This design comes from an exercise in tuning for small area and a short achievable clock period on the open sky130 flow, not from production work.
In this exercise RTL edits were held to simulation tests only and were not proved equivalent to the original.
Power and IR drop assume default switching activity.

==> flow/design.v <==
module mux2 (
input  logic [31:0] d,
input  logic [31:0] q,
input  logic        wr,
input  logic        hold,
output logic [31:0] y
);
assign y = ({32{wr}} & d) | ({32{hold}} & q);
endmodule
module mux32x3 (
input  logic [31:1] sel,
input  logic [31:1] d,
output logic        y
);
assign y = |(sel & d);
endmodule
module mux32x5 (
input  logic [31:0] in0,
input  logic [31:0] in1,
input  logic [31:0] in2,
input  logic [31:0] in3,
input  logic [31:0] in4,
input  logic [02:0] sel,
output logic [31:0] out
);
always_comb begin
  case(sel)
    3'd0: out = in0;
    3'd1: out = in1;
    3'd2: out = in2;
    3'd3: out = in3;
    3'd4: out = in4;
    default: out = '0;
  endcase
end
endmodule
module and_32_b (
input [31:0] A,
  input [31:0] B,
  output [31:0] out_and
);
assign out_and = A & B;
endmodule
module or_32_b (
  input [31:0] A,
  input [31:0] B,
  output [31:0] out_or
);
assign out_or = A | B;
endmodule
module comp_menshe (
  input [31:0] A,
  input [31:0] B,
  output out
);
wire [31:0] S;
assign S = A-B;
assign out = (A[31] & ~B[31]) | (~A[31] & ~B[31] & S[31]) | (A[31] & B[31] & S[31]);
endmodule
module ALU (
  input  logic [31:0] A,
  input  logic [31:0] B,
  input  logic        sub,      
  input  logic        sra,      
  input  logic        left,     
  input  logic [7:0]  sel,
  output logic [31:0] Out_ALU,
  output logic        eq,
  output logic        lt,
  output logic        ltu
);
logic [31:0] bb, sum, x, y, xr, yr, xo;
assign bb  = B ^ {32{sub}};
assign sum = A + bb + {31'b0, sub};
assign xo  = A ^ B;
assign eq  = ~|xo;
assign lt  = (A[31] ^ B[31]) ? A[31] : sum[31];
assign ltu = (A[31] ^ B[31]) ? B[31] : sum[31];
always_comb for (int i = 0; i < 32; i++) xr[i] = A[31-i];
assign x = left ? xr : A;
assign y = $signed({sra & ~left & A[31], x}) >>> B[4:0];
always_comb for (int i = 0; i < 32; i++) yr[i] = y[31-i];
assign Out_ALU = ({32{sel[0]}} & sum)
               | ({32{sel[1]}} & yr)
               | ({32{sel[2]}} & {31'b0, lt})
               | ({32{sel[3]}} & {31'b0, ltu})
               | ({32{sel[4]}} & xo)
               | ({32{sel[5]}} & y)
               | ({32{sel[6]}} & (A | B))
               | ({32{sel[7]}} & (A & B));
endmodule
module REG_FILE (
  input  logic        clk,
  input  logic        WE,
  input  logic [4:0]  WA,
  input  logic [31:0] WD,
  input  logic [4:0]  RA1,
  input  logic [4:0]  RA2,
  output logic [31:0] RD1,
  output logic [31:0] RD2
);
logic [31:1][31:0] regs, nxt;
logic [31:1]       s1, s2, wsel, hold;
logic [31:0][31:1] col;
always_comb begin
  for (int k = 1; k < 32; k++) begin
    s1[k]   = (RA1 == 5'(k));
    s2[k]   = (RA2 == 5'(k));
    wsel[k] = WE & (WA == 5'(k));
    hold[k] = ~wsel[k];
  end
end
for (genvar k = 1; k < 32; k++) begin : t
  for (genvar b = 0; b < 32; b++) begin : u
    assign col[b][k] = regs[k][b];
  end
end
for (genvar k = 1; k < 32; k++) begin : w
  mux2 upd (.d(WD), .q(regs[k]), .wr(wsel[k]), .hold(hold[k]), .y(nxt[k]));
end
always_ff @(posedge clk) regs <= nxt;
for (genvar b = 0; b < 32; b++) begin : r
  mux32x3 rd1 (.sel(s1), .d(col[b]), .y(RD1[b]));
  mux32x3 rd2 (.sel(s2), .d(col[b]), .y(RD2[b]));
end
endmodule
module Decoder_R (
	input [6:0] opcode,
	input [2:0] func3,
	input [6:0] func7,
	output jalr,
	output enpc,
	output jal,
	output b,
	output ws,
	output [4:0] memi,
	output mwe,
	output rfwe,
	output [4:0] aop,
	output [2:0] srcB,
	output [1:0] srcA
);
parameter opcode_R = 7'd51;
parameter opcode_I_1 = 7'd19;
parameter opcode_I_2 = 7'd3;
parameter opcode_I_3 = 7'd103;
parameter opcode_S = 7'd35;
parameter opcode_B= 7'd99;
parameter opcode_J = 7'd111;
parameter opcode_U_lui = 7'd55;
parameter opcode_U_auipc = 7'd23;
wire [31:0] ZAT;	 
assign ZAT = 32'd0;
assign srcA = (opcode == opcode_R) ? 2'd0 :
				  (opcode == opcode_I_1) ? 2'd0 :
				  (opcode == opcode_I_2) ? 2'd0 : 
				  (opcode == opcode_I_3) ? 2'd1 :
				  (opcode == opcode_S) ? 2'd0 :
				  (opcode == opcode_B) ? 2'd0 :
				  (opcode == opcode_J) ? 2'd1 :
				  (opcode == opcode_U_lui) ? 2'd2 :
				  (opcode == opcode_U_auipc) ? 2'd1 : ZAT[1:0];
assign srcB = (opcode == opcode_R) ? 3'd0 :
				  (opcode == opcode_I_1) ? 3'd1 : 
				  (opcode == opcode_I_2) ? 3'd1 :
				  (opcode == opcode_I_3) ? 3'd4 :
				  (opcode == opcode_S) ? 3'd3 :
				  (opcode == opcode_B) ? 3'd0 :
				  (opcode == opcode_J) ? 3'd4 :
				  ((opcode == opcode_U_lui) |(opcode == opcode_U_auipc))  ? 3'd2 : ZAT[2:0];
assign memi = (opcode == opcode_R) ? 5'd0 :
				  (opcode == opcode_I_1) ? 5'd0 :
				  (opcode == opcode_I_2) ? {func3, 1'b0, 1'b1} :  
				  (opcode == opcode_I_3) ? 5'd0 :
				  (opcode == opcode_S) ? {func3, 1'b1, 1'b0} :  
				  (opcode == opcode_B) ? 5'd0 :
				  (opcode == opcode_J) ? 5'd0 : 
				  ((opcode == opcode_U_lui) |(opcode == opcode_U_auipc))  ? 5'd0 : ZAT[4:0];
assign aop = (opcode == opcode_R) ? {func7[6:5], func3} :
				 (opcode == opcode_I_1) ? ((func3 == 3'd5) ? {1'b0, func7[5], func3} : {2'd0, func3}) :
				 (opcode == opcode_I_2) ? 5'd0 :   
				 (opcode == opcode_I_3) ? 5'd0 :
				 (opcode == opcode_S) ? 5'd0 :
				 (opcode == opcode_B) ? {2'd3, func3} : 
				 (opcode == opcode_J) ? 5'd0 :
				 ((opcode == opcode_U_lui) |(opcode == opcode_U_auipc))  ? 5'd0 : ZAT[4:0];
assign enpc = (opcode == opcode_R) ? 1'd1 :
				  (opcode == opcode_I_1) ? 1'd1 :
				  (opcode == opcode_I_2) ? 1'd1 :
				  (opcode == opcode_I_3) ? 1'd1 :
				  (opcode == opcode_S) ? 1'd1 :
				  (opcode == opcode_B) ? 1'd1 :
				  (opcode == opcode_J) ? 1'd1 :
				  ((opcode == opcode_U_lui) |(opcode == opcode_U_auipc))  ? 1'd1 : ZAT[0];
assign ws = (opcode == opcode_R) ? 1'd0 : 
				(opcode == opcode_I_1) ? 1'd0 :
				(opcode == opcode_I_2) ? 1'd1 :
				(opcode == opcode_I_3) ? 1'd0 :
				(opcode == opcode_S) ? 1'd1 : 
				(opcode == opcode_B) ? 1'd0 : 
				(opcode == opcode_J) ? 1'd0 :
				((opcode == opcode_U_lui) |(opcode == opcode_U_auipc))  ? 1'd0 : ZAT[0];
assign mwe = (opcode == opcode_R) ? 1'd0 :
				 (opcode == opcode_I_1) ? 1'd0 :
				 (opcode == opcode_I_2) ? 1'd0 :  
				 (opcode == opcode_I_3) ? 1'd0 :
				 (opcode == opcode_S) ? 1'd1 :
				 (opcode == opcode_B) ? 1'd0 :
				 (opcode == opcode_J) ? 1'd0 :
				 ((opcode == opcode_U_lui) |(opcode == opcode_U_auipc))  ? 1'd0 : ZAT[0];
assign rfwe = (opcode == opcode_R) ? 1'd1 :
				  (opcode == opcode_I_1) ? 1'd1 :
				  (opcode == opcode_I_2) ? 1'd1 :
				  (opcode == opcode_I_3) ? 1'd1 :
				  (opcode == opcode_S) ? 1'd0 :
				  (opcode == opcode_B) ? 1'd0 :
				  (opcode == opcode_J) ? 1'd1 : 
				  ((opcode == opcode_U_lui) |(opcode == opcode_U_auipc))  ? 1'd1 : ZAT[0];
assign jalr = (opcode == opcode_R) ? 1'd0 :
				  (opcode == opcode_I_1) ? 1'd0 :
				  (opcode == opcode_I_2) ? 1'd0 :
				  (opcode == opcode_I_3) ? 1'd1 :
				  (opcode == opcode_S) ? 1'd0 :
				  (opcode == opcode_B) ? 1'd0 :
				  (opcode == opcode_J) ? 1'd0 :
				  ((opcode == opcode_U_lui) |(opcode == opcode_U_auipc))  ? 1'd0 : ZAT[0];
assign jal = (opcode == opcode_R) ? 1'd0 :
				 (opcode == opcode_I_1) ? 1'd0 :
				 (opcode == opcode_I_2) ? 1'd0 :
				 (opcode == opcode_I_3) ? 1'd0 :
				 (opcode == opcode_S) ? 1'd0 :
				 (opcode == opcode_B) ? 1'd0 :
				 (opcode == opcode_J) ? 1'd1 :
				 ((opcode == opcode_U_lui) |(opcode == opcode_U_auipc))  ? 1'd0 : ZAT[0];
assign b = (opcode == opcode_R) ? 1'd0 :
			  (opcode == opcode_I_1) ? 1'd0 :
			  (opcode == opcode_I_2) ? 1'd0 :
			  (opcode == opcode_I_3) ? 1'd0 :
			  (opcode == opcode_S) ? 1'd0 :
			  (opcode == opcode_B) ? 1'd1 : 
			  (opcode == opcode_J) ? 1'd0 :
			  ((opcode == opcode_U_lui) |(opcode == opcode_U_auipc))  ? 1'd0 : ZAT[0];
endmodule
module core (
input  logic         clk_i,
input  logic         rst_i,
input  logic [31:0] instr_i,
output logic [31:0] instr_addr_o,
input  logic [31:0] mem_rd_i,
output logic [31:0] mem_wd_o,
output logic [31:0] mem_addr_o,
output logic [04:0] memi_o,
output logic        mem_we_o
);
logic [31:0] pc;
logic [31:0] ins;
assign ins          = instr_i;
assign instr_addr_o = pc;
logic [6:0] opcode;
logic [2:0] f3;
assign opcode = ins[6:0];
assign f3     = ins[14:12];
logic is_op, is_opi, is_ld, is_st, is_br, is_jal, is_jalr, is_lui, is_auipc;
logic valid, rfwe;
assign is_op    = (opcode == 7'b0110011);
assign is_opi   = (opcode == 7'b0010011);
assign is_ld    = (opcode == 7'b0000011);
assign is_st    = (opcode == 7'b0100011);
assign is_br    = (opcode == 7'b1100011);
assign is_jal   = (opcode == 7'b1101111);
assign is_jalr  = (opcode == 7'b1100111);
assign is_lui   = (opcode == 7'b0110111);
assign is_auipc = (opcode == 7'b0010111);
assign rfwe  = is_op | is_opi | is_ld | is_jal | is_jalr | is_lui | is_auipc;
assign valid = rfwe | is_st | is_br;
assign memi_o   = {f3 & {3{is_ld | is_st}}, is_st, is_ld};
assign mem_we_o = is_st;
logic [31:0] immI, immS, immB, immJ, immU;
assign immI = {{20{ins[31]}}, ins[31:20]};
assign immS = {{20{ins[31]}}, ins[31:25], ins[11:7]};
assign immB = {{19{ins[31]}}, ins[31], ins[7], ins[30:25], ins[11:8], 1'b0};
assign immJ = {{11{ins[31]}}, ins[31], ins[19:12], ins[20], ins[30:21], 1'b0};
assign immU = {ins[31:12], 12'b0};
logic [31:0] rs1v, rs2v, wdata;
REG_FILE meme1 (
  .clk(clk_i),
  .WE(rfwe),
  .WA(ins[11:7]),
  .WD(wdata),
  .RA1(ins[19:15]),
  .RA2(ins[24:20]),
  .RD1(rs1v),
  .RD2(rs2v)
);
assign mem_wd_o = rs2v;
logic [31:0] agu;
assign agu        = rs1v + (is_st ? immS : immI);
assign mem_addr_o = agu;
logic        alu_any, zero_res, sub;
logic [7:0]  sel;
logic [31:0] alu_res;
logic        eq, lt, ltu;
assign alu_any  = is_op | is_opi;
assign zero_res = is_op & (ins[31] | (ins[30] & (f3 != 3'd0) & (f3 != 3'd5)));
assign sub      = is_br | (f3[2:1] == 2'b01) | (is_op & ins[30] & (f3 == 3'd0));
always_comb for (int k = 0; k < 8; k++) sel[k] = alu_any & ~zero_res & (f3 == 3'(k));
ALU alu1 (
  .A(rs1v),
  .B((is_op | is_br) ? rs2v : immI),
  .sub(sub),
  .sra(ins[30]),
  .left(~f3[2]),
  .sel(sel),
  .Out_ALU(alu_res),
  .eq(eq),
  .lt(lt),
  .ltu(ltu)
);
logic cond;
assign cond = f3[2] ? ((f3[1] ? ltu : lt) ^ f3[0]) : (~f3[1] & (eq ^ f3[0]));
logic [31:0] pc4, tgt;
assign pc4 = pc + 32'd4;
assign tgt = pc + (is_jal ? immJ : is_auipc ? immU : immB);
always_ff @(posedge clk_i) begin
  if (rst_i)
    pc <= '0;
  else if (valid) begin
    if (is_jalr)
      pc <= agu;
    else if (is_jal | (is_br & cond))
      pc <= tgt;
    else
      pc <= pc4;
  end
end
assign wdata = ({32{is_ld}}            & mem_rd_i)
             | ({32{is_lui}}           & immU)
             | ({32{is_auipc}}         & tgt)
             | ({32{is_jal | is_jalr}} & pc4)
             | alu_res;
endmodule
==> flow/run.sh <==
#!/bin/bash
# synth_recipe.tcl (not shown) runs the flow's synth.tcl, then flattens the netlist and writes it again
# the make line also repeats each setting of config.mk as NAME=value (left out here)
make -C /OpenROAD-flow-scripts/flow DESIGN_CONFIG=/design/flow/config.mk WORK_HOME=/design/flow/orfs CLKGATE_MAP_FILE= SYNTH_SCRIPT=/design/flow/synth_recipe.tcl finish
==> flow/config.mk <==
export PLATFORM = sky130hd
export DESIGN_NAME = core
export DESIGN_NICKNAME = core
export VERILOG_FILES = /design/flow/design.v
export SDC_FILE = /design/flow/constraint.sdc
export NUM_CORES = 4
export LEC_CHECK = 0
export CAP_MARGIN = 20
export CORE_MARGIN = 2
export CORE_UTILIZATION = 40
export PLACE_DENSITY = 0.6
export SLEW_MARGIN = 20
export SYNTH_HIERARCHICAL = 1
==> flow/constraint.sdc <==
create_clock -name core_clock -period 12.5 [get_ports {clk_i}]
set_input_delay 2.5000 -clock core_clock [delete_from_list [all_inputs] [get_ports {clk_i}]]
set_output_delay 2.5000 -clock core_clock [all_outputs]
set_load 0.01 [all_outputs]
==> flow_summary.toml, run 1 <==
[run_status]
status = "no timing/DRC/antenna violations"

[synthesis]
yosysSeqAreaShare_pct = 37.20
synth_top_area_cell = "dfxtp_1"
synthFlopType = "dfxtp_1"
synth-edff-count = 0
yosysWarningCount = 9
synth_most_common_cell = "dfxtp_1"
synth_cell_types = 100
netlist_top_cells_count = "1,024 x dfxtp_1, 994 x a22o_1, 782 x a22oi_1"
synth-async-reset-ratio_pct = 0
synthCells = 5558
synth_area_sq_um = 55110
synth_top_cells_by_area = "dfxtp_1 37%, a22o_1 16%, a22oi_1 11%"
synth_top_area_share_pct = 37.20
syn_area_per_cell_sq_um = 9.916
ys_seq_elements = 1024

[worst_setup_path]
r2r-end = "meme1.regs[990]"
reg2reg_from = "meme1.regs[352]"
ff2ff_path_depth = 20
critical_path_class = "in2out"
crit_family = "simple AND/OR/NAND/NOR gates"
critPathArrivalTime_ns = 9.56
critPathCaptureType = "output port"
required_ns = 10.00
ff2ff_setup_slack_ns = 5.36
cp_max_fo = 25
path_cells = "clkdlybuf4s50_1 -> nand2b_1 -> nor2_4 -> buf_4 -> a22oi_1 -> nand4_1 -> or4_1 -> ha_1 -> a21oi_1 -> o21bai_1 -> a211o_1 -> or2_1 -> a21oi_1 -> o211a_1 -> xor2_1 -> inv_1 -> clkdlybuf4s50_1"
cpPeakStageDelay_ns = 1.03
crit_path_start_kind = "input pin"
path_buf_inv = 4
slowest_stage = "or4_1"

[flow_run]
cap_viol_max_count = 0

[global_routing]
grt_start_max_net_pins = 51
track_usage_pct = 38.97
gr-total-overflow = 0
grt_pass1_vias = 50769
grt_pass1_wl_um = 398900
antenna_found_initial = 49

[timing]
layout_setup_ws_ns = 0.4448
tightest_slew_ns = 1.276
finalSetupTns_ns = 0
hold_viol = 0
clock_skew_ns = 0.04329
rsz0062_at_grt = "false"
setup_viol = 0
min_period_ns = 12.06
slew-limit-headroom_pct = 14.93
slew_viol_final = 0
holdWs_ns = 0.4971
fmax_mhz = 82.95
fin_crit_sh_pct = 96.44

[place]
numPortBuffers = 167
post-dp-hpwl_um = 194800
gp_congestion = 1.061
pre_cts_ws_ns = 0.8034

[clocking]
clock_path_buffers = 3
postCtsHoldBufs = 0
cts.repair.resized = 0
htree_levels = 3
numCtsBuffers = 108
cts_setup_buffers = 0
cts_root_buf = "clkbuf_16"
tritoncts = "done"
clock_latency_ns = 0.78
clock_sinks = 1024
path_clk_slew_ns = 0.05

[routing]
vias = 55840
wl_um = 287600
post_drt_wl_per_cell_um = 37.74
first_pass_iters = 10
drt_iter0_markers = 10385
post_drt_via_cell_ratio = 7.329
post-route-drc-count = 0
postRouteAntennaNets = 0

[power_and_ir_drop]
cellPowerDensity_nw_per_um2 = 114.3
p_total_w = 0.007154
pwr-share-comb_pct = 6.9
p_switching_w = 0.001794
clockPowerShare_pct = 47.1
ir_worst_vdd_uv = 105.0
p_int_w = 0.005360
p_seq_share_pct = 45.9
switching_share_pct = 25.08
p_leak_nw = 23.54

[floorplanning]
rows = 136
pin_count = 168
fp.dieH_um = 375.2
start_util_pct = 40.18
coreArea_sq_um = 137200
fp.dieArea_sq_um = 140800
dieWidth_um = 375.2

[min_path]
hp-class = "reg2reg"
hold_start = "meme1.regs[904]"
worstHoldPathCells = 1
hold_end = "meme1.regs[904]"

[finish]
fill_cells = 13017
fin_nets = 5946
final_core_util_pct = 45.63
layout-drive-gt1-share_pct = 12.84
syn_to_final_growth_pct = 13.56
[logic make-up (layout without fill, tap and decap cells)]
family	Yosys count	count (layout)	share of synthesized area [%]
AO/OA/AOI/OAI	2617	2617	38.60
XOR/XNOR	143	143	2.273
adder cells (fa/ha/maj)	160	160	3.673
buffers and inverters	462	708	5.858
flip-flops	1024	1024	37.20
multiplexers	79	79	2.291
other	0	21	0
AND/OR/NAND/NOR	1073	1073	10.11
[area by class of cell]
| type | count | area, sq um | share of cell area, % |
|---|---|---|---|
| Timing Repair Buffer | 386 | 3378 | 5.398 |
| Clock inverter | 36 | 452.9 | 0.7238 |
| Sequential cell | 1024 | 20500 | 32.76 |
| Multi-Input combinational cell | 4072 | 32260 | 51.55 |
| Antenna cell | 21 | 52.55 | 0.08397 |
| Inverter | 128 | 480.5 | 0.7677 |
| Tap cell | 1794 | 2245 | 3.587 |
| Clock buffer | 158 | 3214 | 5.136 |
[layer usage]
metal | global-route usage, % | share of wire [%] | up-vias
li1 | - | - | 23109
met1 | 48.64 | 37 | 27320
met2 | 54.80 | 40 | 4368
met3 | 13.27 | 14 | 989
met4 | 30.24 | 9.1 | 54
met5 | 0 | 0.15 | -
[flip-flops by register name (all words and copies together) (netlist names)]
name	count
meme1.regs	992
pc	32
[how the worst max path moves through the flow]
stage / startpoint / end / slack (ns) / cells past startpoint
floorplan: instr_i[24] / meme1.regs[124] / 2.51 / 24
global placement: instr_i[16] / mem_addr_o[31] / 0.83 / 17
detailed placement: instr_i[16] / mem_addr_o[31] / 0.80 / 17
CTS: instr_i[16] / mem_addr_o[31] / 0.79 / 17
global route: instr_i[16] / mem_addr_o[31] / 0.56 / 17
finish: instr_i[16] / mem_addr_o[31] / 0.44 / 17
[per-module statistics from Yosys (local to each module, per instance)]
| module | cell area [sq um] | copies in the design |
|---|---|---|
| REG_FILE | 20810 | 1 |
| ALU | 6420 | 1 |
| core | 7172 | 1 |
| mux2 | 350.3 | 31 |
| mux32x3 | 153.9 | 64 |
[power groups by stage]
stage	Clock (W)	Sequential [W]	Combinational (W)
after CTS	0.00337	0.00328	0.000474
final	0.00337	0.00328	0.000497
after global placement	0	0.00336	0.000473
after detailed placement	0	0.00336	0.000472
after floorplan	0	0.00335	0.000252
after global routing	0.00351	0.00328	0.000510
[metrics by stage]
step,cell area [sq um],cells
floorplan,55110,5558
global route,62540,7603
finish,62580,7619
global placement,58790,7401
detailed placement,58830,7403
CTS,62500,7597
[layout by cell type (no fill, tap or decap), types with 23 or more instances in the layout]
| cell | count |
|---|---|
| a22o_1 | 994 |
| mux2_2 | 25 |
| a221oi_2 | 66 |
| inv_1 | 127 |
| o21ai_1 | 23 |
| clkbuf_8 | 26 |
| a222oi_1 | 96 |
| a21oi_1 | 143 |
| xnor2_1 | 58 |
| nor2_4 | 48 |
| a22oi_1 | 782 |
| nor2_1 | 130 |
| o211ai_1 | 33 |
| o21ai_0 | 104 |
| nand2_1 | 231 |
| ha_1 | 157 |
| nand4_1 | 169 |
| a22o_2 | 62 |
| nor2_2 | 41 |
| and2_1 | 24 |
| mux4_2 | 27 |
| buf_4 | 214 |
| nand3_1 | 171 |
| xor2_1 | 85 |
| clkbuf_16 | 111 |
| a21o_1 | 83 |
| a221oi_1 | 32 |
| nand2b_1 | 32 |
| nor3_1 | 26 |
| or4_1 | 65 |
| dfxtp_1 | 1024 |
| clkdlybuf4s50_1 | 167 |
| a31oi_1 | 23 |
==> run 2, diff against run 1 <==
==> flow/flow/run.sh (new file) <==
#!/bin/bash
# Standard ORFS layout (the standard.sh, unchanged synthesis), with the port
# buffers that buffer_ports inserts made plain buf_2 cells instead of the
# default delay-buffer cells. The make output goes to flow_make.log here.
set -euo pipefail
bash standard.sh "BUFFER_PORTS_ARGS=-buffer_cell sky130_fd_sc_hd__buf_2" finish > flow_make.log 2>&1
==> flow/standard.sh (new file) <==
#!/bin/bash
# synth_recipe.tcl (not shown) runs the flow's synth.tcl, then flattens the netlist and writes it again
# the make line also repeats each setting of config.mk as NAME=value (left out here)
make -C /OpenROAD-flow-scripts/flow DESIGN_CONFIG=/design/flow/config.mk WORK_HOME=/design/flow/orfs CLKGATE_MAP_FILE= SYNTH_SCRIPT=/design/flow/synth_recipe.tcl "${@:-finish}"
--- a/flow/config.mk
+++ b/flow/config.mk
@@ -10,4 +10,6 @@
 export CORE_UTILIZATION = 40
 export PLACE_DENSITY = 0.6
+export SETUP_SLACK_MARGIN = 4.0
 export SLEW_MARGIN = 20
 export SYNTH_HIERARCHICAL = 1
+export TNS_END_PERCENT = 0
removed: flow/run.sh
==> run 2 against run 1 <==
  * Sequential power about the same
  * Still clean
  * Sequential share of layout area decreased by 0.94 points
  * Die area is the same
  * Register-to-register slack gained 0.50 ns
  * Maximum frequency rose by 30%
  * Worst setup slack better by 2.8 ns
  * Critical path type unchanged
==> flow_summary.toml, run 2 <==
[synthesis]
synth_top_area_share_pct = 37.20
yosysWarningCount = 9
synth_top_area_cell = "dfxtp_1"
synth_top_cells_by_area = "dfxtp_1 37%, a22o_1 16%, a22oi_1 11%"
synth_area_sq_um = 55110
synth_cell_types = 100
syn_area_per_cell_sq_um = 9.916
synthCells = 5558
ys_seq_elements = 1024
synthFlopType = "dfxtp_1"
netlist_top_cells_count = "1,024 x dfxtp_1, 994 x a22o_1, 782 x a22oi_1"
synth-edff-count = 0
yosysSeqAreaShare_pct = 37.20
synth_most_common_cell = "dfxtp_1"
synth-async-reset-ratio_pct = 0

[clocking]
tritoncts = "done"
clock_path_buffers = 3
htree_levels = 3
numCtsBuffers = 108
cts_root_buf = "clkbuf_16"
clock_sinks = 1024
clock_latency_ns = 0.79
path_clk_slew_ns = 0.06

[floorplanning]
fp.dieH_um = 375.2
fp.dieArea_sq_um = 140800
coreArea_sq_um = 137200
pin_count = 168
start_util_pct = 40.18
dieWidth_um = 375.2
rows = 136

[global_routing]
grt_start_max_net_pins = 51
gr-total-overflow = 0
antenna_found_initial = 41
grt_pass1_vias = 50621
track_usage_pct = 39.58
grt_pass1_wl_um = 403800

[worst_setup_path]
critical_path_class = "in2out"
path_cells = "buf_12 -> or3b_4 -> buf_4 -> nor2_4 -> buf_6 -> a22oi_2 -> nand4_1 -> or4_4 -> ha_4 -> a211oi_4 -> o211a_4 -> nor4_4 -> buf_4 -> o21ai_4 -> nand2_1 -> a21o_1 -> xnor2_2 -> inv_1 -> buf_2"
reg2reg_from = "meme1.regs[447]"
required_ns = 10.00
cpPeakStageDelay_ns = 0.76
ff2ff_setup_slack_ns = 5.86
crit_path_start_kind = "input pin"
cp_max_fo = 17
r2r-end = "meme1.regs[366]"
ff2ff_path_depth = 17
crit_family = "simple AND/OR/NAND/NOR gates"
slowest_stage = "or4_4"
crit_path_frequent_cell = "buf_4"
critPathArrivalTime_ns = 6.77
path_buf_inv = 6
critPathCaptureType = "output port"

[place]
post-dp-hpwl_um = 191300
numPortBuffers = 167
pre_cts_ws_ns = 1.796
gp_congestion = 1.034

[routing]
vias = 56988
post_drt_via_cell_ratio = 7.385
wl_um = 293600
post_drt_wl_per_cell_um = 38.05
post-route-drc-count = 0
drt_iter0_markers = 9856
postRouteAntennaNets = 0
first_pass_iters = 12

[min_path]
worstHoldPathCells = 2
hold_end = "pc[0]"
hp-class = "reg2reg"
hold_start = "pc[0]"

[timing]
fin_crit_sh_pct = 74.19
slew_viol_final = 0
clock_skew_ns = 0.06831
tightest_slew_ns = 1.317
min_period_ns = 9.273
setup_viol = 0
rsz0062_at_grt = "true"
layout_setup_ws_ns = 3.227
hold_viol = 0
finalSetupTns_ns = 0
slew-limit-headroom_pct = 12.20
fmax_mhz = 107.8

[power_and_ir_drop]
p_leak_nw = 24.77
ir_worst_vdd_uv = 139.5
cellPowerDensity_nw_per_um2 = 113.1

[finish]
fin_nets = 6049
final_common_cell = "dfxtp_1"
syn_to_final_growth_pct = 16.93
largest-register = "meme1.regs"
largest_reg_flops = 992
reg.largest.list = "meme1.regs: 992 flops, pc: 32 flops"
fill_cells = 12907
layout-drive-gt1-share_pct = 20.24
layout_common_cells = "1,024 x dfxtp_1, 993 x a22o_1, 771 x a22oi_1, 261 x buf_4, 229 x nand2_1"

[run_status]
status = "no timing/DRC/antenna violations"

[flow_run]
cap_viol_max_count = 0
[run 2: cell counts after synthesis]
No cell type changed its count.
[run 2: area by class of cell]
type	instances	area (sq um)	area share [%]
diodes	13	32.53	0.05048
inverters	128	480.5	0.7456
clock buffers	159	3234	5.019
multi-input cells	4073	33440	51.90
repair buffers	488	3913	6.072
clock inverters	38	591.8	0.9184
flip-flops and latches	1024	20500	31.81
well taps	1794	2245	3.483
[run 2: tightest hold or removal path, stage by stage (launching register included)]
cell     delay, ns
dfxtp_1       0.33
nand2_1       0.06
a21oi_1       0.05
[run 2: where the power goes]
group	leakage, nW	internal (W)	switching (W)
Combinational	14.7	0.000152	0.000361
Clock	1.86	0.00201	0.00148
Sequential	8.25	0.00327	0.0000104
Total	24.8	0.00543	0.00185
[run 2: per-stage QoR]
step | power [W] | hold WS [ns] | utilization [%] | area, sq um | cells
3_3_place_gp | 0.003798 | 0.4638 | 42.08 | 57710 | 7364
2_1_floorplan | 0.003609 | 0.4599 | - | 55290 | 5558
3_5_place_dp | 0.003799 | 0.4727 | 42.09 | 57730 | 7365
6_report | 0.007285 | 0.4818 | 46.98 | 64440 | 7717
5_1_grt | 0.007425 | 0.5016 | 46.96 | 64410 | 7705
4_1_cts | 0.007245 | 0.4812 | 46.28 | 63480 | 7658
[run 2: repair_timing]
item                                    4_1_cts  5_1_grt
endpoints found under the setup margin     1029     1052
cloned                                        3        4
resized for setup                           226       96
setup buffers                                93       37
endpoints found under the hold margin         0        0
pin swaps                                   123       70
hold buffers                                  0        0
[run 2: cell families (layout without fill, tap and decap cells)]
| kind of cell | after synthesis | in the layout | synth area share (%) |
|---|---|---|---|
| multiplexers | 79 | 79 | 2.291 |
| adder cells (fa/ha/maj) | 160 | 160 | 3.673 |
| XOR/XNOR | 143 | 143 | 2.273 |
| AO/OA/AOI/OAI | 2617 | 2617 | 38.60 |
| AND/OR/NAND/NOR | 1073 | 1074 | 10.11 |
| other | 0 | 13 | 0 |
| flip-flops | 1024 | 1024 | 37.20 |
| buffers and inverters | 462 | 813 | 5.858 |
[run 2: how the worst max path moves through the flow]
stage	startpoint	end	slack (ns)	depth (start not counted)
2_1_floorplan	instr_i[24]	pc[7]	3.66	31
3_3_place_gp	instr_i[19]	mem_addr_o[31]	1.86	17
3_5_place_dp	instr_i[19]	mem_addr_o[31]	1.80	17
4_1_cts	instr_i[15]	mem_addr_o[25]	3.42	18
5_1_grt	instr_i[20]	pc[7]	3.26	28
6_report	instr_i[15]	mem_addr_o[29]	3.23	19
[run 2: routing by layer]
layer	vias up	wire length [um]	track usage [%]
li1	23345	-	-
met1	27931	110700	51.42
met2	4700	113100	53.39
met3	978	45620	16.55
met4	34	23930	25.12
met5	-	246	0.2744
[run 2: modules after synthesis (local to each module, per instance)]
| module | cell area [sq um] | cells | copies in the design | flip-flops and latches |
|---|---|---|---|---|
| mux2 | 350.3 | 38 | 31 | 0 |
| core | 7172 | 1023 | 1 | 32 |
| mux32x3 | 153.9 | 20 | 64 | 0 |
| ALU | 6420 | 893 | 1 | 0 |
| REG_FILE | 20810 | 1184 | 1 | 992 |
==> run 3, diff against run 2 <==
--- a/flow/design.v
+++ b/flow/design.v
@@ -35,10 +35,96 @@
 end
 endmodule
+module ks_pre (
+input  logic [31:0] a,
+input  logic [31:0] b,
+input  logic        cin,
+output logic [31:0] g,
+output logic [31:0] t
+);
+assign g = (a & b) | {31'b0, (a[0] | b[0]) & cin};
+assign t = a | b;
+endmodule
+module ks_xor (
+input  logic [31:0] a,
+input  logic [31:0] b,
+output logic [31:0] y
+);
+assign y = a ^ b;
+endmodule
+module ks_xnor (
+input  logic [31:0] a,
+input  logic [31:0] b,
+output logic [31:0] y
+);
+assign y = ~(a ^ b);
+endmodule
+module ks_aoi (
+input  logic gh, th, gl, tl,
+output logic gn, tn
+);
+assign gn = ~(gh | (th & gl));
+assign tn = ~(th & tl);
+endmodule
+module ks_oai (
+input  logic ghn, thn, gln, tln,
+output logic g, t
+);
+assign g = ~(ghn & (thn | gln));
+assign t = ~(thn | tln);
+endmodule
+module ks_inv (
+input  logic a, b,
+output logic an, bn
+);
+assign an = ~a;
+assign bn = ~b;
+endmodule
 module and_32_b (
-input [31:0] A,
-  input [31:0] B,
-  output [31:0] out_and
+input  logic [31:0] a,
+input  logic [31:0] b,
+input  logic        cin,
+output logic [31:0] s
 );
-assign out_and = A & B;
+logic [31:0] g0, t0, h, c;
+logic [31:0] g1, t1, g2, t2, g3, t3, g4, t4, g5, t5;
+ks_pre pre (.a(a), .b(b), .cin(cin), .g(g0), .t(t0));
+ks_xor hx  (.a(a), .b(b), .y(h));
+for (genvar i = 0; i < 32; i++) begin : l1
+  if (i >= 1) begin : n
+    ks_aoi c (.gh(g0[i]), .th(t0[i]), .gl(g0[i-1]), .tl(t0[i-1]), .gn(g1[i]), .tn(t1[i]));
+  end else begin : p
+    ks_inv c (.a(g0[i]), .b(t0[i]), .an(g1[i]), .bn(t1[i]));
+  end
+end
+for (genvar i = 0; i < 32; i++) begin : l2
+  if (i >= 2) begin : n
+    ks_oai c (.ghn(g1[i]), .thn(t1[i]), .gln(g1[i-2]), .tln(t1[i-2]), .g(g2[i]), .t(t2[i]));
+  end else begin : p
+    ks_inv c (.a(g1[i]), .b(t1[i]), .an(g2[i]), .bn(t2[i]));
+  end
+end
+for (genvar i = 0; i < 32; i++) begin : l3
+  if (i >= 4) begin : n
+    ks_aoi c (.gh(g2[i]), .th(t2[i]), .gl(g2[i-4]), .tl(t2[i-4]), .gn(g3[i]), .tn(t3[i]));
+  end else begin : p
+    ks_inv c (.a(g2[i]), .b(t2[i]), .an(g3[i]), .bn(t3[i]));
+  end
+end
+for (genvar i = 0; i < 32; i++) begin : l4
+  if (i >= 8) begin : n
+    ks_oai c (.ghn(g3[i]), .thn(t3[i]), .gln(g3[i-8]), .tln(t3[i-8]), .g(g4[i]), .t(t4[i]));
+  end else begin : p
+    ks_inv c (.a(g3[i]), .b(t3[i]), .an(g4[i]), .bn(t4[i]));
+  end
+end
+for (genvar i = 0; i < 32; i++) begin : l5
+  if (i >= 16) begin : n
+    ks_aoi c (.gh(g4[i]), .th(t4[i]), .gl(g4[i-16]), .tl(t4[i-16]), .gn(g5[i]), .tn(t5[i]));
+  end else begin : p
+    ks_inv c (.a(g4[i]), .b(t4[i]), .an(g5[i]), .bn(t5[i]));
+  end
+end
+assign c = {g5[30:0], ~cin};
+ks_xnor sx (.a(h), .b(c), .y(s));
 endmodule
 module or_32_b (
@@ -50,11 +136,35 @@
 endmodule
 module comp_menshe (
-  input [31:0] A,
-  input [31:0] B,
-  output out
+  input  logic [31:0] A,
+  input  logic [31:0] B,
+  output logic        eq,
+  output logic        lt,
+  output logic        ltu
 );
-wire [31:0] S;
-assign S = A-B;
-assign out = (A[31] & ~B[31]) | (~A[31] & ~B[31] & S[31]) | (A[31] & B[31] & S[31]);
+logic [31:0] g0, t0;
+logic [15:0] g1, t1;
+logic [7:0]  g2, t2;
+logic [3:0]  g3, t3;
+logic [1:0]  g4, t4;
+logic        g5, t5;
+logic [31:0] d;
+ks_pre pre (.a(~A), .b(B), .cin(1'b0), .g(g0), .t(t0));
+for (genvar i = 0; i < 16; i++) begin : l1
+  ks_aoi c (.gh(g0[2*i+1]), .th(t0[2*i+1]), .gl(g0[2*i]), .tl(t0[2*i]), .gn(g1[i]), .tn(t1[i]));
+end
+for (genvar i = 0; i < 8; i++) begin : l2
+  ks_oai c (.ghn(g1[2*i+1]), .thn(t1[2*i+1]), .gln(g1[2*i]), .tln(t1[2*i]), .g(g2[i]), .t(t2[i]));
+end
+for (genvar i = 0; i < 4; i++) begin : l3
+  ks_aoi c (.gh(g2[2*i+1]), .th(t2[2*i+1]), .gl(g2[2*i]), .tl(t2[2*i]), .gn(g3[i]), .tn(t3[i]));
+end
+for (genvar i = 0; i < 2; i++) begin : l4
+  ks_oai c (.ghn(g3[2*i+1]), .thn(t3[2*i+1]), .gln(g3[2*i]), .tln(t3[2*i]), .g(g4[i]), .t(t4[i]));
+end
+ks_aoi l5 (.gh(g4[1]), .th(t4[1]), .gl(g4[0]), .tl(t4[0]), .gn(g5), .tn(t5));
+assign ltu = ~g5;
+assign lt  = ~g5 ^ A[31] ^ B[31];
+ks_xor dx (.a(A), .b(B), .y(d));
+assign eq = ~|d;
 endmodule
 module ALU (
@@ -66,5 +176,4 @@
   input  logic [7:0]  sel,
   output logic [31:0] Out_ALU,
-  output logic        eq,
   output logic        lt,
   output logic        ltu
@@ -74,5 +183,4 @@
 assign sum = A + bb + {31'b0, sub};
 assign xo  = A ^ B;
-assign eq  = ~|xo;
 assign lt  = (A[31] ^ B[31]) ? A[31] : sum[31];
 assign ltu = (A[31] ^ B[31]) ? B[31] : sum[31];
@@ -295,5 +403,5 @@
 assign mem_wd_o = rs2v;
 logic [31:0] agu;
-assign agu        = rs1v + (is_st ? immS : immI);
+and_32_b agu_add (.a(rs1v), .b(is_st ? immS : immI), .cin(1'b0), .s(agu));
 assign mem_addr_o = agu;
 logic        alu_any, zero_res, sub;
@@ -301,11 +409,12 @@
 logic [31:0] alu_res;
 logic        eq, lt, ltu;
+logic        alu_lt, alu_ltu;
 assign alu_any  = is_op | is_opi;
 assign zero_res = is_op & (ins[31] | (ins[30] & (f3 != 3'd0) & (f3 != 3'd5)));
-assign sub      = is_br | (f3[2:1] == 2'b01) | (is_op & ins[30] & (f3 == 3'd0));
+assign sub      = (f3[2:1] == 2'b01) | (is_op & ins[30] & (f3 == 3'd0));
 always_comb for (int k = 0; k < 8; k++) sel[k] = alu_any & ~zero_res & (f3 == 3'(k));
 ALU alu1 (
   .A(rs1v),
-  .B((is_op | is_br) ? rs2v : immI),
+  .B(is_op ? rs2v : immI),
   .sub(sub),
   .sra(ins[30]),
@@ -313,4 +422,10 @@
   .sel(sel),
   .Out_ALU(alu_res),
+  .lt(alu_lt),
+  .ltu(alu_ltu)
+);
+comp_menshe bcmp (
+  .A(rs1v),
+  .B(rs2v),
   .eq(eq),
   .lt(lt),
==> flow/flow/run.sh (replaced) <==
#!/bin/bash
# Standard ORFS layout (the standard.sh, unchanged synthesis), with
#  - plain buf_2 port buffers instead of the default delay-buffer cells,
#  - a clock tree of clkbuf_8 cells without dummy balancing loads.
# The make output goes to flow_make.log here; ORFS keeps per-step logs in orfs/logs.
set -euo pipefail
bash standard.sh \
  "BUFFER_PORTS_ARGS=-buffer_cell sky130_fd_sc_hd__buf_2" \
  "CTS_ARGS=-sink_clustering_enable -repair_clock_nets -dont_use_dummy_load -buf_list sky130_fd_sc_hd__clkbuf_8" \
  finish > flow_make.log 2>&1
==> run 3 against run 2 <==
  * Flip-flop and latch count stayed put
  * Worst setup slack better by 0.18 ns
  * Combinational power rose by 11%
  * Sequential share of layout area is 0.60 points lower
  * Utilization fell by 0.70 points
  * Critical path depth up 4
  * Critical path type is now in2reg
  * Final area rose by 1.9%
  * Register-to-register slack is essentially flat
==> flow_summary.toml, run 3 <==
[run_status]
status = "no timing/DRC/antenna violations"

[clocking]
tritoncts = "done"
clock_path_buffers = 3
htree_levels = 4
cts_root_buf = "clkbuf_8"
path_clk_slew_ns = 0.06
clock_latency_ns = 0.93
postCtsHoldBufs = 0
clock_sinks = 1024
numCtsBuffers = 173

[worst_setup_path]
critPathArrivalTime_ns = 9.82
required_ns = 13.23
crit_path_start_kind = "input pin"
ff2ff_path_depth = 18
critical_path_class = "in2reg"
reg2reg_from = "meme1.regs[361]"
critPathCaptureType = "flip-flop"
cp_max_fo = 32
r2r-end = "meme1.regs[539]"
ff2ff_setup_slack_ns = 5.87

[global_routing]
grt_pass1_vias = 54634
grt_pass1_wl_um = 428400
grt_start_max_net_pins = 69
antenna_found_initial = 61
grt_use_met3_pct = 15.08
top_usage_layer = "met2"
grt_use_met1_pct = 49.82
gr-total-overflow = 0
track_usage_pct = 40.55
grt_use_met2_pct = 57.57

[timing]
slew_viol_final = 0
rsz0062_at_grt = "true"
tightest_slew_ns = 1.237
finalSetupTns_ns = 0
layout_setup_ws_ns = 3.412
slew-limit-headroom_pct = 16.92
hold_viol = 0
clock_skew_ns = 0.1145
setup_viol = 0
fin_crit_sh_pct = 72.71
min_period_ns = 9.088
fmax_mhz = 110.0

[finish]
layout-drive-gt1-share_pct = 22.14
largest-register = "meme1.regs"
largest_reg_flops = 992
layout_common_cells = "1,024 x dfxtp_1, 994 x a22o_1, 761 x a22oi_1, 293 x nand2_1, 269 x buf_4"
fin_nets = 6462
final_common_cell = "dfxtp_1"
reg.largest.list = "meme1.regs: 992 flops, pc: 32 flops"
syn_to_final_growth_pct = 14.65

[routing]
post-route-drc-count = 0
first_pass_iters = 9
vias = 59343
post_drt_via_cell_ratio = 7.255
postRouteAntennaNets = 0
drt_iter0_markers = 9201
post_drt_wl_per_cell_um = 37.83
wl_um = 309400

[min_path]
hp-class = "reg2reg"
hold_start = "meme1.regs[135]"
hold_end = "meme1.regs[135]"
worstHoldPathCells = 1

[synthesis]
synthCells = 5904
yosysWarningCount = 9
synth_area_sq_um = 57290
syn_area_per_cell_sq_um = 9.704

[place]
pre_cts_ws_ns = 1.656
numPortBuffers = 167
post-dp-hpwl_um = 201500
gp_congestion = 1.037

[floorplanning]
fp.dieArea_sq_um = 146300
start_util_pct = 40.37
rows = 138
pin_count = 168
dieWidth_um = 382.5
coreArea_sq_um = 141900
fp.dieH_um = 382.5

[power_and_ir_drop]
p_total_w = 0.006386
cellPowerDensity_nw_per_um2 = 97.21
p_leak_nw = 25.49
ir_worst_vdd_uv = 98.93

[flow_run]
cap_viol_max_count = 0
-- run 3: cell types whose count changed in the layout (fill, tap and decap cells not counted), sizes merged, moves of 32 or more --
cell,previous run,this run
a21oi,145,224
nand2,237,301
or2,8,67
and2,26,80
o21ai,141,194
xor2,85,129
a222oi,96,64
-- run 3: worst max-delay path by stage --
stage / from / end / slack [ns] / cells past startpoint
global placement: instr_i[24] / meme1.regs[920] / 1.57 / 22
floorplan: instr_i[24] / meme1.regs[124] / 3.62 / 25
detailed placement: instr_i[24] / meme1.regs[315] / 1.66 / 22
CTS: instr_i[15] / mem_addr_o[22] / 3.75 / 17
global route: instr_i[22] / meme1.regs[539] / 3.50 / 23
finish: instr_i[22] / meme1.regs[539] / 3.41 / 23
-- run 3: area by class of cell --
| cell class | count | area [sq um] |
|---|---|---|
| fill | 13565 | 76250 |
| multi-input combinational | 4390 | 35410 |
| sequential | 1024 | 20500 |
| tap | 1890 | 2365 |
| timing repair buffer | 511 | 4339 |
| clock buffer | 173 | 2381 |
| inverter | 168 | 633.1 |
| antenna | 24 | 60.06 |
-- run 3: timing repair --
item / in CTS / in global routing
gates cloned: 9 / 0
endpoints found under the setup margin: 1054 / 910
buffers inserted: 117 / 20
gates resized for setup: 323 / 14
pin swaps: 118 / 21
-- run 3: metrics by stage --
stage	utilization [%]	hold WS [ns]	area, sq um	cells
3_5_place_dp	42.37	0.4796	60130	7836
3_3_place_gp	42.36	0.4735	60130	7836
5_1_grt	46.25	0.5074	65640	8163
6_report	46.28	0.4927	65690	8180
2_1_floorplan	-	0.4599	57310	5905
4_1_cts	46.01	0.4942	65310	8135
-- run 3: critical path, cell delays in order --
cell and delay (ns):
buf_2 0.41, nand3b_1 0.37, nor2_2 0.06, buf_4 0.30, a22o_1 0.28, a221oi_2 0.19
nand3_1 0.55, or4_4 0.85, a21o_1 0.24, xor2_1 0.18, ha_1 0.45, nand2_1 0.17
or3_1 0.33, a211o_1 0.33, a21oi_2 0.30, nor2b_1 0.13, o21bai_1 0.19, xor2_1 0.14
a221o_1 0.34, a221oi_1 0.24, o21ai_0 0.26, or3_4 0.63, a22o_1 0.33
-- run 3: routing by layer --
metal  share of wire, %  vias to the layer above
li1                   -                    24416
met1                 37                    29021
met2                 40                     4688
met3                 14                     1150
met4                8.9                       68
met5               0.21                        -
-- run 3: power breakdown --
part | switching, W | internal (W) | total, W
Combinational | 0.000398 | 0.000173 | 0.000571
Sequential | 0.0000170 | 0.00328 | 0.00330
Clock | 0.00130 | 0.00121 | 0.00252
Total | 0.00172 | 0.00467 | 0.00639
==> run 4, diff against run 3 <==
--- a/flow/design.v
+++ b/flow/design.v
@@ -8,10 +8,50 @@
 assign y = ({32{wr}} & d) | ({32{hold}} & q);
 endmodule
+module rd_aoi222 (
+input  logic s0, d0, s1, d1, s2, d2,
+output logic yn
+);
+assign yn = ~((s0 & d0) | (s1 & d1) | (s2 & d2));
+endmodule
+module rd_nand2 (
+input  logic a, b,
+output logic y
+);
+assign y = ~(a & b);
+endmodule
+module rd_nand4 (
+input  logic a, b, c, d,
+output logic y
+);
+assign y = ~(a & b & c & d);
+endmodule
+module rd_nand3 (
+input  logic a, b, c,
+output logic y
+);
+assign y = ~(a & b & c);
+endmodule
+module rd_or3 (
+input  logic a, b, c,
+output logic y
+);
+assign y = a | b | c;
+endmodule
 module mux32x3 (
 input  logic [31:1] sel,
 input  logic [31:1] d,
+output logic [2:0]  u,      
 output logic        y
 );
-assign y = |(sel & d);
+logic [10:0] tn;
+for (genvar i = 0; i < 10; i++) begin : l1
+  rd_aoi222 c (.s0(sel[3*i+1]), .d0(d[3*i+1]), .s1(sel[3*i+2]), .d1(d[3*i+2]),
+               .s2(sel[3*i+3]), .d2(d[3*i+3]), .yn(tn[i]));
+end
+rd_nand2 l1x (.a(sel[31]), .b(d[31]), .y(tn[10]));
+rd_nand4 l2a (.a(tn[0]), .b(tn[1]), .c(tn[2]),  .d(tn[3]), .y(u[0]));
+rd_nand4 l2b (.a(tn[4]), .b(tn[5]), .c(tn[6]),  .d(tn[7]), .y(u[1]));
+rd_nand3 l2c (.a(tn[8]), .b(tn[9]), .c(tn[10]), .y(u[2]));
+rd_or3 l3 (.a(u[0]), .b(u[1]), .c(u[2]), .y(y));
 endmodule
 module mux32x5 (
@@ -39,9 +79,20 @@
 input  logic [31:0] b,
 input  logic        cin,
-output logic [31:0] g,
-output logic [31:0] t
+output logic [31:0] gn,
+output logic [31:0] tn
 );
-assign g = (a & b) | {31'b0, (a[0] | b[0]) & cin};
-assign t = a | b;
+assign gn = ~((a & b) | {31'b0, (a[0] | b[0]) & cin});
+assign tn = ~(a | b);
+endmodule
+module ks_pre3 (
+input  logic [31:0] u0,
+input  logic [31:0] u1,
+input  logic [31:0] u2,
+input  logic [31:0] b,
+output logic [31:0] gn,
+output logic [31:0] tn
+);
+assign gn = ~((u0 | u1 | u2) & b);
+assign tn = ~(u0 | u1 | u2 | b);
 endmodule
 module ks_xor (
@@ -88,9 +139,9 @@
 logic [31:0] g0, t0, h, c;
 logic [31:0] g1, t1, g2, t2, g3, t3, g4, t4, g5, t5;
-ks_pre pre (.a(a), .b(b), .cin(cin), .g(g0), .t(t0));
+ks_pre pre (.a(a), .b(b), .cin(cin), .gn(g0), .tn(t0));
 ks_xor hx  (.a(a), .b(b), .y(h));
 for (genvar i = 0; i < 32; i++) begin : l1
   if (i >= 1) begin : n
-    ks_aoi c (.gh(g0[i]), .th(t0[i]), .gl(g0[i-1]), .tl(t0[i-1]), .gn(g1[i]), .tn(t1[i]));
+    ks_oai c (.ghn(g0[i]), .thn(t0[i]), .gln(g0[i-1]), .tln(t0[i-1]), .g(g1[i]), .t(t1[i]));
   end else begin : p
     ks_inv c (.a(g0[i]), .b(t0[i]), .an(g1[i]), .bn(t1[i]));
@@ -99,5 +150,5 @@
 for (genvar i = 0; i < 32; i++) begin : l2
   if (i >= 2) begin : n
-    ks_oai c (.ghn(g1[i]), .thn(t1[i]), .gln(g1[i-2]), .tln(t1[i-2]), .g(g2[i]), .t(t2[i]));
+    ks_aoi c (.gh(g1[i]), .th(t1[i]), .gl(g1[i-2]), .tl(t1[i-2]), .gn(g2[i]), .tn(t2[i]));
   end else begin : p
     ks_inv c (.a(g1[i]), .b(t1[i]), .an(g2[i]), .bn(t2[i]));
@@ -106,5 +157,5 @@
 for (genvar i = 0; i < 32; i++) begin : l3
   if (i >= 4) begin : n
-    ks_aoi c (.gh(g2[i]), .th(t2[i]), .gl(g2[i-4]), .tl(t2[i-4]), .gn(g3[i]), .tn(t3[i]));
+    ks_oai c (.ghn(g2[i]), .thn(t2[i]), .gln(g2[i-4]), .tln(t2[i-4]), .g(g3[i]), .t(t3[i]));
   end else begin : p
     ks_inv c (.a(g2[i]), .b(t2[i]), .an(g3[i]), .bn(t3[i]));
@@ -113,5 +164,5 @@
 for (genvar i = 0; i < 32; i++) begin : l4
   if (i >= 8) begin : n
-    ks_oai c (.ghn(g3[i]), .thn(t3[i]), .gln(g3[i-8]), .tln(t3[i-8]), .g(g4[i]), .t(t4[i]));
+    ks_aoi c (.gh(g3[i]), .th(t3[i]), .gl(g3[i-8]), .tl(t3[i-8]), .gn(g4[i]), .tn(t4[i]));
   end else begin : p
     ks_inv c (.a(g3[i]), .b(t3[i]), .an(g4[i]), .bn(t4[i]));
@@ -120,18 +171,61 @@
 for (genvar i = 0; i < 32; i++) begin : l5
   if (i >= 16) begin : n
-    ks_aoi c (.gh(g4[i]), .th(t4[i]), .gl(g4[i-16]), .tl(t4[i-16]), .gn(g5[i]), .tn(t5[i]));
+    ks_oai c (.ghn(g4[i]), .thn(t4[i]), .gln(g4[i-16]), .tln(t4[i-16]), .g(g5[i]), .t(t5[i]));
   end else begin : p
     ks_inv c (.a(g4[i]), .b(t4[i]), .an(g5[i]), .bn(t5[i]));
   end
 end
-assign c = {g5[30:0], ~cin};
-ks_xnor sx (.a(h), .b(c), .y(s));
+assign c = {g5[30:0], cin};
+ks_xor sx (.a(h), .b(c), .y(s));
 endmodule
 module or_32_b (
-  input [31:0] A,
-  input [31:0] B,
-  output [31:0] out_or
+input  logic [31:0] a,
+input  logic [31:0] u0,
+input  logic [31:0] u1,
+input  logic [31:0] u2,
+input  logic [31:0] b,
+output logic [31:0] s
 );
-assign out_or = A | B;
+logic [31:0] g0, t0, h, c;
+logic [31:0] g1, t1, g2, t2, g3, t3, g4, t4, g5, t5;
+ks_pre3 pre (.u0(u0), .u1(u1), .u2(u2), .b(b), .gn(g0), .tn(t0));
+ks_xor hx  (.a(a), .b(b), .y(h));
+for (genvar i = 0; i < 32; i++) begin : l1
+  if (i >= 1) begin : n
+    ks_oai c (.ghn(g0[i]), .thn(t0[i]), .gln(g0[i-1]), .tln(t0[i-1]), .g(g1[i]), .t(t1[i]));
+  end else begin : p
+    ks_inv c (.a(g0[i]), .b(t0[i]), .an(g1[i]), .bn(t1[i]));
+  end
+end
+for (genvar i = 0; i < 32; i++) begin : l2
+  if (i >= 2) begin : n
+    ks_aoi c (.gh(g1[i]), .th(t1[i]), .gl(g1[i-2]), .tl(t1[i-2]), .gn(g2[i]), .tn(t2[i]));
+  end else begin : p
+    ks_inv c (.a(g1[i]), .b(t1[i]), .an(g2[i]), .bn(t2[i]));
+  end
+end
+for (genvar i = 0; i < 32; i++) begin : l3
+  if (i >= 4) begin : n
+    ks_oai c (.ghn(g2[i]), .thn(t2[i]), .gln(g2[i-4]), .tln(t2[i-4]), .g(g3[i]), .t(t3[i]));
+  end else begin : p
+    ks_inv c (.a(g2[i]), .b(t2[i]), .an(g3[i]), .bn(t3[i]));
+  end
+end
+for (genvar i = 0; i < 32; i++) begin : l4
+  if (i >= 8) begin : n
+    ks_aoi c (.gh(g3[i]), .th(t3[i]), .gl(g3[i-8]), .tl(t3[i-8]), .gn(g4[i]), .tn(t4[i]));
+  end else begin : p
+    ks_inv c (.a(g3[i]), .b(t3[i]), .an(g4[i]), .bn(t4[i]));
+  end
+end
+for (genvar i = 0; i < 32; i++) begin : l5
+  if (i >= 16) begin : n
+    ks_oai c (.ghn(g4[i]), .thn(t4[i]), .gln(g4[i-16]), .tln(t4[i-16]), .g(g5[i]), .t(t5[i]));
+  end else begin : p
+    ks_inv c (.a(g4[i]), .b(t4[i]), .an(g5[i]), .bn(t5[i]));
+  end
+end
+assign c = {g5[30:0], 1'b0};
+ks_xor sx (.a(h), .b(c), .y(s));
 endmodule
 module comp_menshe (
@@ -149,20 +243,20 @@
 logic        g5, t5;
 logic [31:0] d;
-ks_pre pre (.a(~A), .b(B), .cin(1'b0), .g(g0), .t(t0));
+ks_pre pre (.a(~A), .b(B), .cin(1'b0), .gn(g0), .tn(t0));
 for (genvar i = 0; i < 16; i++) begin : l1
-  ks_aoi c (.gh(g0[2*i+1]), .th(t0[2*i+1]), .gl(g0[2*i]), .tl(t0[2*i]), .gn(g1[i]), .tn(t1[i]));
+  ks_oai c (.ghn(g0[2*i+1]), .thn(t0[2*i+1]), .gln(g0[2*i]), .tln(t0[2*i]), .g(g1[i]), .t(t1[i]));
 end
 for (genvar i = 0; i < 8; i++) begin : l2
-  ks_oai c (.ghn(g1[2*i+1]), .thn(t1[2*i+1]), .gln(g1[2*i]), .tln(t1[2*i]), .g(g2[i]), .t(t2[i]));
+  ks_aoi c (.gh(g1[2*i+1]), .th(t1[2*i+1]), .gl(g1[2*i]), .tl(t1[2*i]), .gn(g2[i]), .tn(t2[i]));
 end
 for (genvar i = 0; i < 4; i++) begin : l3
-  ks_aoi c (.gh(g2[2*i+1]), .th(t2[2*i+1]), .gl(g2[2*i]), .tl(t2[2*i]), .gn(g3[i]), .tn(t3[i]));
+  ks_oai c (.ghn(g2[2*i+1]), .thn(t2[2*i+1]), .gln(g2[2*i]), .tln(t2[2*i]), .g(g3[i]), .t(t3[i]));
 end
 for (genvar i = 0; i < 2; i++) begin : l4
-  ks_oai c (.ghn(g3[2*i+1]), .thn(t3[2*i+1]), .gln(g3[2*i]), .tln(t3[2*i]), .g(g4[i]), .t(t4[i]));
+  ks_aoi c (.gh(g3[2*i+1]), .th(t3[2*i+1]), .gl(g3[2*i]), .tl(t3[2*i]), .gn(g4[i]), .tn(t4[i]));
 end
-ks_aoi l5 (.gh(g4[1]), .th(t4[1]), .gl(g4[0]), .tl(t4[0]), .gn(g5), .tn(t5));
-assign ltu = ~g5;
-assign lt  = ~g5 ^ A[31] ^ B[31];
+ks_oai l5 (.ghn(g4[1]), .thn(t4[1]), .gln(g4[0]), .tln(t4[0]), .g(g5), .t(t5));
+assign ltu = g5;
+assign lt  = g5 ^ A[31] ^ B[31];
 ks_xor dx (.a(A), .b(B), .y(d));
 assign eq = ~|d;
@@ -175,4 +269,5 @@
   input  logic        left,     
   input  logic [7:0]  sel,
+  input  logic [31:0] other,    
   output logic [31:0] Out_ALU,
   output logic        lt,
@@ -196,5 +291,6 @@
                | ({32{sel[5]}} & y)
                | ({32{sel[6]}} & (A | B))
-               | ({32{sel[7]}} & (A & B));
+               | ({32{sel[7]}} & (A & B))
+               | other;
 endmodule
 module REG_FILE (
@@ -206,4 +302,7 @@
   input  logic [4:0]  RA2,
   output logic [31:0] RD1,
+  output logic [31:0] RD1u0,   
+  output logic [31:0] RD1u1,
+  output logic [31:0] RD1u2,
   output logic [31:0] RD2
 );
@@ -229,6 +328,6 @@
 always_ff @(posedge clk) regs <= nxt;
 for (genvar b = 0; b < 32; b++) begin : r
-  mux32x3 rd1 (.sel(s1), .d(col[b]), .y(RD1[b]));
-  mux32x3 rd2 (.sel(s2), .d(col[b]), .y(RD2[b]));
+  mux32x3 rd1 (.sel(s1), .d(col[b]), .u({RD1u2[b], RD1u1[b], RD1u0[b]}), .y(RD1[b]));
+  mux32x3 rd2 (.sel(s2), .d(col[b]), .u(), .y(RD2[b]));
 end
 endmodule
@@ -391,4 +490,5 @@
 assign immU = {ins[31:12], 12'b0};
 logic [31:0] rs1v, rs2v, wdata;
+logic [31:0] rs1u0, rs1u1, rs1u2;
 REG_FILE meme1 (
   .clk(clk_i),
@@ -399,13 +499,16 @@
   .RA2(ins[24:20]),
   .RD1(rs1v),
+  .RD1u0(rs1u0),
+  .RD1u1(rs1u1),
+  .RD1u2(rs1u2),
   .RD2(rs2v)
 );
 assign mem_wd_o = rs2v;
 logic [31:0] agu;
-and_32_b agu_add (.a(rs1v), .b(is_st ? immS : immI), .cin(1'b0), .s(agu));
+or_32_b agu_add (.a(rs1v), .u0(rs1u0), .u1(rs1u1), .u2(rs1u2), .b(is_st ? immS : immI), .s(agu));
 assign mem_addr_o = agu;
 logic        alu_any, zero_res, sub;
 logic [7:0]  sel;
-logic [31:0] alu_res;
+logic [31:0] wb_other;
 logic        eq, lt, ltu;
 logic        alu_lt, alu_ltu;
@@ -421,5 +524,6 @@
   .left(~f3[2]),
   .sel(sel),
-  .Out_ALU(alu_res),
+  .other(wb_other),
+  .Out_ALU(wdata),
   .lt(alu_lt),
   .ltu(alu_ltu)
@@ -449,8 +553,7 @@
   end
 end
-assign wdata = ({32{is_ld}}            & mem_rd_i)
-             | ({32{is_lui}}           & immU)
-             | ({32{is_auipc}}         & tgt)
-             | ({32{is_jal | is_jalr}} & pc4)
-             | alu_res;
+assign wb_other = ({32{is_ld}}            & mem_rd_i)
+                | ({32{is_lui}}           & immU)
+                | ({32{is_auipc}}         & tgt)
+                | ({32{is_jal | is_jalr}} & pc4);
 endmodule
==> run 4 against run 3 <==
  * Maximum frequency grew 3.0%
  * Count of clock-buffer cells in the layout is the same
  * Register-to-register slack gained 0.45 ns
  * Critical path type unchanged
  * Largest cell class unchanged
  * Largest power group unchanged
==> flow_summary.toml, run 4 <==
[run_status]
status = "no timing/DRC/antenna violations"

[worst_setup_path]
critical_path_class = "in2reg"
ff2ff_setup_slack_ns = 6.32
crit_family = "simple AND/OR/NAND/NOR gates"
slowest_stage = "nand4_1"
required_ns = 13.30
critPathArrivalTime_ns = 9.62
ff2ff_path_depth = 16
path_buf_inv = 3
crit_path_start_kind = "input pin"
cp_max_fo = 18
reg2reg_from = "meme1.regs[2]"
critPathCaptureType = "flip-flop"
r2r-end = "meme1.regs[671]"
cpPeakStageDelay_ns = 0.62
crit_path_frequent_cell = "nor2_1"

[synthesis]
syn_area_per_cell_sq_um = 10.03
synth_area_sq_um = 55520
yosysWarningCount = 9
synthCells = 5533

[power_and_ir_drop]
pwr-share-comb_pct = 7.5
p_leak_nw = 24.30
p_switching_w = 0.001636
cellPowerDensity_nw_per_um2 = 99.99
switching_share_pct = 26.15
p_total_w = 0.006257
ir_worst_vdd_uv = 60.70
p_int_w = 0.004621
clockPowerShare_pct = 39.9
p_seq_share_pct = 52.5

[finish]
final_core_util_pct = 45.46
fill_cells = 13055
layout_common_cells = "1,024 x dfxtp_1, 937 x a22o_1, 661 x a222oi_1, 367 x nand2_1, 267 x buf_4"
final_cell_area_sq_um = 62580
fin_nets = 6058
final_common_cell = "dfxtp_1"
largest_reg_flops = 992
reg.largest.list = "meme1.regs: 992 flops, pc: 32 flops"
seq_area_sq_um = 20500
syn_to_final_growth_pct = 12.71
largest-register = "meme1.regs"
multi_input_area_sq_um = 33270
layout-drive-gt1-share_pct = 20.35

[routing]
first_pass_iters = 14
postRouteAntennaNets = 0
drt_iter0_markers = 12232
vias = 57270
post-route-drc-count = 0
post_drt_via_cell_ratio = 7.463
wl_um = 287100
post_drt_wl_per_cell_um = 37.41

[global_routing]
grt_pass1_wl_um = 401000
grt_start_max_net_pins = 67
track_usage_pct = 38.80
antenna_found_initial = 27
grt_pass1_vias = 53047
gr-total-overflow = 0

[floorplanning]
coreArea_sq_um = 137700
rows = 136
fp.dieArea_sq_um = 141800
pin_count = 168
start_util_pct = 40.33
fp.dieH_um = 376.6
dieWidth_um = 376.6

[clocking]
clock_latency_ns = 0.92
postCtsHoldBufs = 0
cts_root_buf = "clkbuf_8"
clock_sinks = 1024
path_clk_slew_ns = 0.05
numCtsBuffers = 173
tritoncts = "done"
htree_levels = 4
clock_path_buffers = 3

[timing]
hold_viol = 0
min_period_ns = 8.820
fin_crit_sh_pct = 70.56
slew_viol_final = 0
clock_skew_ns = 0.1206
fmax_mhz = 113.4
setup_viol = 0
rsz0062_at_grt = "true"
tightest_slew_ns = 1.243
slew-limit-headroom_pct = 17.13
finalSetupTns_ns = 0

[place]
post-dp-hpwl_um = 187100
numPortBuffers = 167
gp_congestion = 1.035
dpl-instance-area_sq_um = 58210

[min_path]
hold_end = "pc[0]"
hold_start = "pc[0]"
worstHoldPathCells = 2
hp-class = "reg2reg"

[flow_run]
cap_viol_max_count = 0
run 4: worst max-delay path by stage:
stage	slack, ns	end	cells past startpoint	start
2_1_floorplan	3.40	meme1.regs[127]	19	instr_i[20]
3_3_place_gp	2.43	meme1.regs[190]	19	instr_i[24]
3_5_place_dp	2.33	meme1.regs[382]	19	instr_i[24]
4_1_cts	3.91	mem_addr_o[22]	14	instr_i[16]
5_1_grt	3.70	mem_addr_o[23]	14	instr_i[16]
6_report	3.68	pc[11]	25	instr_i[20]
run 4: area by class of cell:
cell class                 instances  area share, %
antenna                           18        0.07198
clock buffer                     173          3.805
inverter                         174          1.048
multi-input combinational       4026          53.17
sequential                      1024          32.76
tap                             1794          3.587
timing repair buffer             465          5.564
run 4: power groups by stage:
stage	Clock (W)	Combinational [W]	Sequential, W
3_5_place_dp	0	0.000424	0.00336
3_3_place_gp	0	0.000423	0.00336
5_1_grt	0.00264	0.000486	0.00329
2_1_floorplan	0	0.000245	0.00335
6_report	0.00250	0.000472	0.00329
4_1_cts	0.00250	0.000447	0.00329
run 4: per-stage QoR:
stage               std cells  hold WS, ns  worst slack (ns)
floorplan                5534       0.4599             3.398
global placement         7357       0.4601             2.431
detailed placement       7366       0.4699             2.329
CTS                      7641       0.4782             3.909
global route             7657       0.5042             3.701
finish                   7674       0.4912             3.680
run 4: per-layer routing:
metal  vias to the layer above  track usage [%]  part of all wire, %
li1                      23557                -                    -
met1                     27737            48.32                   36
met2                      4822            54.00                   40
met3                      1140            15.47                   15
met4                        14            27.61                  8.4
met5                         -           0.6861                0.070
run 4: what timing repair did:
| action | CTS | global route |
|---|---|---|
| setup endpoints to repair | 740 | 799 |
| setup buffers | 96 | 9 |
| pin swaps | 79 | 22 |
| gates resized for setup | 125 | 22 |
| gates cloned | 6 | 0 |
run 4: worst reg2reg max path, delay by kind of cell (launching register included):
| kind | cells | cell delay [ns] |
|---|---|---|
| compound gates | 8 | 2.15 |
| xor+xnor | 2 | 0.61 |
| fa+ha+maj | 1 | 0.36 |
| buf+inv | 1 | 0.47 |
| flops | 1 | 0.33 |
| mux | 1 | 0.56 |
| simple gates | 3 | 1.61 |

separate check: timing with driven ports:
Ports are ideal in the flow. The routed layouts listed here were re-timed in OpenROAD.
Step 1 assumes that a clkbuf_16 drives the clock port and a buf_2 every other input.
Step 2 moves the port delays by t, midway between the first and last clock arrival at a register: inputs arrive t later, outputs are due t later. That takes back most of the time a late clock gives input paths.
Three values: no drivers, after step 1, after step 2; two values: the first two.
run | t, ns | setup WS [ns] | worst data-port slew with drivers (ns) | pins driven straight from the clock port
run 1 | 0.845 | 0.445 / 0.410 / 0.410 | 0.12 | 1
run 2 | 0.852 | 3.227 / 3.076 / 2.593 | 0.22 | 1
run 3 | 0.946 | 3.412 / 3.279 / 2.357 | 0.27 | 1
run 4 | 0.934 | 3.680 / 3.710 / 2.792 | 0.04 | 1
After both steps setup and hold are still met in every run listed. The setup slack of run 3, which loses most, moves by -0.133 ns with the drivers and by -1.055 ns with both steps.
